What follows belongs to an exercise in optimizing a design on an open flow for small area; a production flow would make more cautious choices.
Where RTL was checked, it was by simulation tests only, not by an equivalence proof against the original.
The flow treats the clock pin as an ideal source. Dropping or thinning the clock tree relies on that and would not hold on a real chip.
No activity file was given, so power comes from the tool's default toggle rates.

## term_project_top
module term_project_top(
    input        CLK,
    input  [7:0] btn_sw,
    output [7:0] seg_COM,
    output [7:0] seg_DATA,
    output [7:0] led
);
Size: ~320 cells after synthesis, roughly 97 flip-flops, about 33 I/O pins, about 4400 um^2 of cells after synthesis.
Settings: LEC_CHECK=0, CAP_MARGIN=20, CORE_MARGIN=2, CORE_UTILIZATION=70, CTS_BUF_LIST=sky130_fd_sc_hd__clkbuf_8, SLEW_MARGIN=20; clock period 12.0 ns.
run.sh (not shown) runs the stock make flow with config.mk's settings and CLKGATE_MAP_FILE= SYNTH_SCRIPT=/design/flow/synth_recipe.tcl, a recipe that flattens the netlist after the stock synthesis.
The baseline completed without violations.
Edit:
Settings changed: CORE_UTILIZATION 70 to 40.
After rerunning:
- The changed run passed the timing, design-rule and antenna checks
- worst hold slack stays flat
- clock skew shrinks by 0.0060 ns
- total power is about the same
- synthesized cell count stays the same
- die area increases by 71%
- clock power is higher by about 6%
- cell count increases by 15%

* * *

term_project_top, a different RTL version from the one above (not shown whole).
Size: about 300 cells after synthesis, roughly 97 flip-flops, roughly 33 I/O pins.
Settings: LEC_CHECK=0, CAP_MARGIN=0, CORE_MARGIN=2, CORE_UTILIZATION=40, CTS_BUF_LIST=sky130_fd_sc_hd__clkbuf_8, SLEW_MARGIN=0; clock period 12.0 ns.
standard.sh (not shown) runs the stock make flow with config.mk's settings and CLKGATE_MAP_FILE= SYNTH_SCRIPT=/design/flow/synth_recipe.tcl, a recipe that flattens the netlist after the stock synthesis.
==> flow/flow/run.sh <==
#!/bin/bash
# Layout flow: the standard ORFS flow (standard.sh), with three changes
# that only affect cell area:
#  - Yosys's abc maps the logic with an area-oriented script (flow/abc_area.script)
#    instead of ORFS's delay-oriented one; flip-flops are mapped by dfflibmap before
#    abc exactly as in the standard synthesis, so the registers are unchanged;
#  - the port buffers are sky130_fd_sc_hd__buf_1 (every port still gets one);
#  - clock tree synthesis inserts no dummy loads.
# Each tool's output goes to the ORFS logs under orfs/logs; make's own output
# goes to flow_make.log here.
set -euo pipefail
W=$PWD
F=$W/flow
{
  cat <<TCL
proc abc {args} {
  set i [lsearch \$args -script]
  if {\$i >= 0} { lset args [expr {\$i + 1}] $F/abc_area.script }
  yosys abc {*}\$args
}
TCL
  cat "$W/synth_recipe.tcl"
} > "$W/area_synth.tcl"
bash "$W/standard.sh" \
  SYNTH_SCRIPT="$W/area_synth.tcl" \
  BUFFER_PORTS_ARGS="-buffer_cell sky130_fd_sc_hd__buf_1" \
  CTS_ARGS="-sink_clustering_enable -repair_clock_nets -dont_use_dummy_load -buf_list sky130_fd_sc_hd__clkbuf_8" \
  finish > "$W/flow_make.log" 2>&1
==> flow/flow/abc_area.script <==
strash
dch -f
amap
topo
The baseline finished clean.
==> next run, changes <==
CAP_MARGIN = 20   (was 0)
SLEW_MARGIN = 20   (was 0)
=>
- The new run produced a clean layout
- power is about the same
- non-clock buffer count is unchanged
- wire length is about the same
- worst setup slack improved by 0.47 ns
- maximum frequency climbs by 4.5%
- global-route usage stays the same
- design area hardly moves
- final cell count does not change
Function was not checked in any run of this note: the RTL went through the layout flow alone.

* * *

term_project_top, a different RTL version from the one above (not shown whole).
For scale: about 340 cells after synthesis, roughly 33 I/O pins, about 4000 µm² of cells after synthesis.
Settings: LEC_CHECK=0, CAP_MARGIN=20, CORE_MARGIN=2, CORE_UTILIZATION=40, CTS_BUF_LIST=sky130_fd_sc_hd__clkbuf_8, SLEW_MARGIN=20; clock period 12.0 ns.
==> flow/flow/run.sh <==
#!/bin/bash
# Layout flow: the standard ORFS flow (standard.sh), with three changes
# that only affect cell area:
#  - Yosys's abc maps the logic with an area-oriented script (flow/abc_area.script)
#    instead of ORFS's delay-oriented one, and full/half adders are left to abc
#    (no ADDER_MAP_FILE step); flip-flops are mapped by dfflibmap before abc
#    exactly as in the standard synthesis, so the registers are unchanged;
#  - the port buffers are sky130_fd_sc_hd__buf_1 (every port still gets one);
#  - clock tree synthesis inserts no dummy loads, and flow/clk_merge.tcl then
#    regroups its 8 leaf buffers into 6 (see that file).
# Each tool's output goes to the ORFS logs under orfs/logs; make's own output
# goes to flow_make.log here.
set -euo pipefail
W=$PWD
F=$W/flow
{
  cat <<TCL
proc abc {args} {
  set i [lsearch \$args -script]
  if {\$i >= 0} { lset args [expr {\$i + 1}] $F/abc_area.script }
  yosys abc {*}\$args
}
TCL
  cat "$W/synth_recipe.tcl"
} > "$W/area_synth.tcl"
bash "$W/standard.sh" \
  SYNTH_SCRIPT="$W/area_synth.tcl" \
  ADDER_MAP_FILE= \
  BUFFER_PORTS_ARGS="-buffer_cell sky130_fd_sc_hd__buf_1" \
  POST_CTS_TCL="$F/clk_merge.tcl" \
  CTS_ARGS="-sink_clustering_enable -repair_clock_nets -dont_use_dummy_load -buf_list sky130_fd_sc_hd__clkbuf_8" \
  finish > "$W/flow_make.log" 2>&1
Other scripts of this flow, unchanged in this note and not shown: flow/flow/abc_area.script, flow/flow/clk_merge.tcl
The baseline finished with timing, DRC and antenna clean.
==> next run, changes <==
--- a/flow/flow/run.sh
+++ b/flow/flow/run.sh
@@ -7,4 +7,5 @@
 #    exactly as in the standard synthesis, so the registers are unchanged;
 #  - the port buffers are sky130_fd_sc_hd__buf_1 (every port still gets one);
+#  - the constant outputs share one tie cell per value (SKIP_REPAIR_TIE_FANOUT);
 #  - clock tree synthesis inserts no dummy loads, and flow/clk_merge.tcl then
 #    regroups its 8 leaf buffers into 6 (see that file).
@@ -28,4 +29,5 @@
   ADDER_MAP_FILE= \
   BUFFER_PORTS_ARGS="-buffer_cell sky130_fd_sc_hd__buf_1" \
+  SKIP_REPAIR_TIE_FANOUT=1 \
   POST_CTS_TCL="$F/clk_merge.tcl" \
   CTS_ARGS="-sink_clustering_enable -repair_clock_nets -dont_use_dummy_load -buf_list sky130_fd_sc_hd__clkbuf_8" \
Result: The changed run went through all stages and came out clean; core utilization decreases by 0.15 points; clock power stays flat; power decreases by about 0.5%; area after synthesis is unchanged; cell count decreases by about 0.8%; clock-buffer cell count stays the same; via count decreases by 1.4%; sequential power stays flat; maximum frequency decreases by 0.69%; final area decreases by 0.35%; worst hold slack hardly moves.

-- afterwards: timing with drivers on the ports --
Ports are ideal in the flow. The routed layouts listed here were re-timed in OpenROAD.
Step 1, drivers: a clkbuf_16 drives CLK and a buf_2 each remaining input, both assumed.
Step 2, shift: input delay + t, output delay - t, t = (earliest + latest rising clock arrival at the registers) / 2. This alone moves slack from input paths to output paths.
a / b / c = ideal / step 1 / step 2; a / b = the first two.
run	t, ns	slack for setup (ns)	worst hold slack (ns)	worst setup path after step 2	clock arrival spread, ns
the first run of note 1	0.387	4.862 / 4.871 / 4.484	0.424 / 0.424 / 0.424	input to register	0.012 / 0.012
the second run of note 1	0.383	4.998 / 5.004 / 4.621	0.423 / 0.423 / 0.423	input to register	0.007 / 0.006
the first run of note 2	0.380	1.209 / 1.182 / 1.182	0.420 / 0.420 / 0.420	input to output	0.024 / 0.024
the second run of note 2	0.380	1.674 / 1.647 / 1.647	0.420 / 0.420 / 0.420	input to output	0.023 / 0.023
the first run of note 3	0.453	3.087 / 3.064 / 3.064	0.428 / 0.428 / 0.428	input to output	0.016 / 0.017
the second run of note 3	0.453	3.026 / 3.004 / 3.004	0.426 / 0.426 / 0.426	input to output	0.010 / 0.010
After both steps every run listed still meets setup and hold. The setup slack of the first run of note 1, which loses most, moves by +0.009 ns with the drivers and by -0.378 ns with both steps.
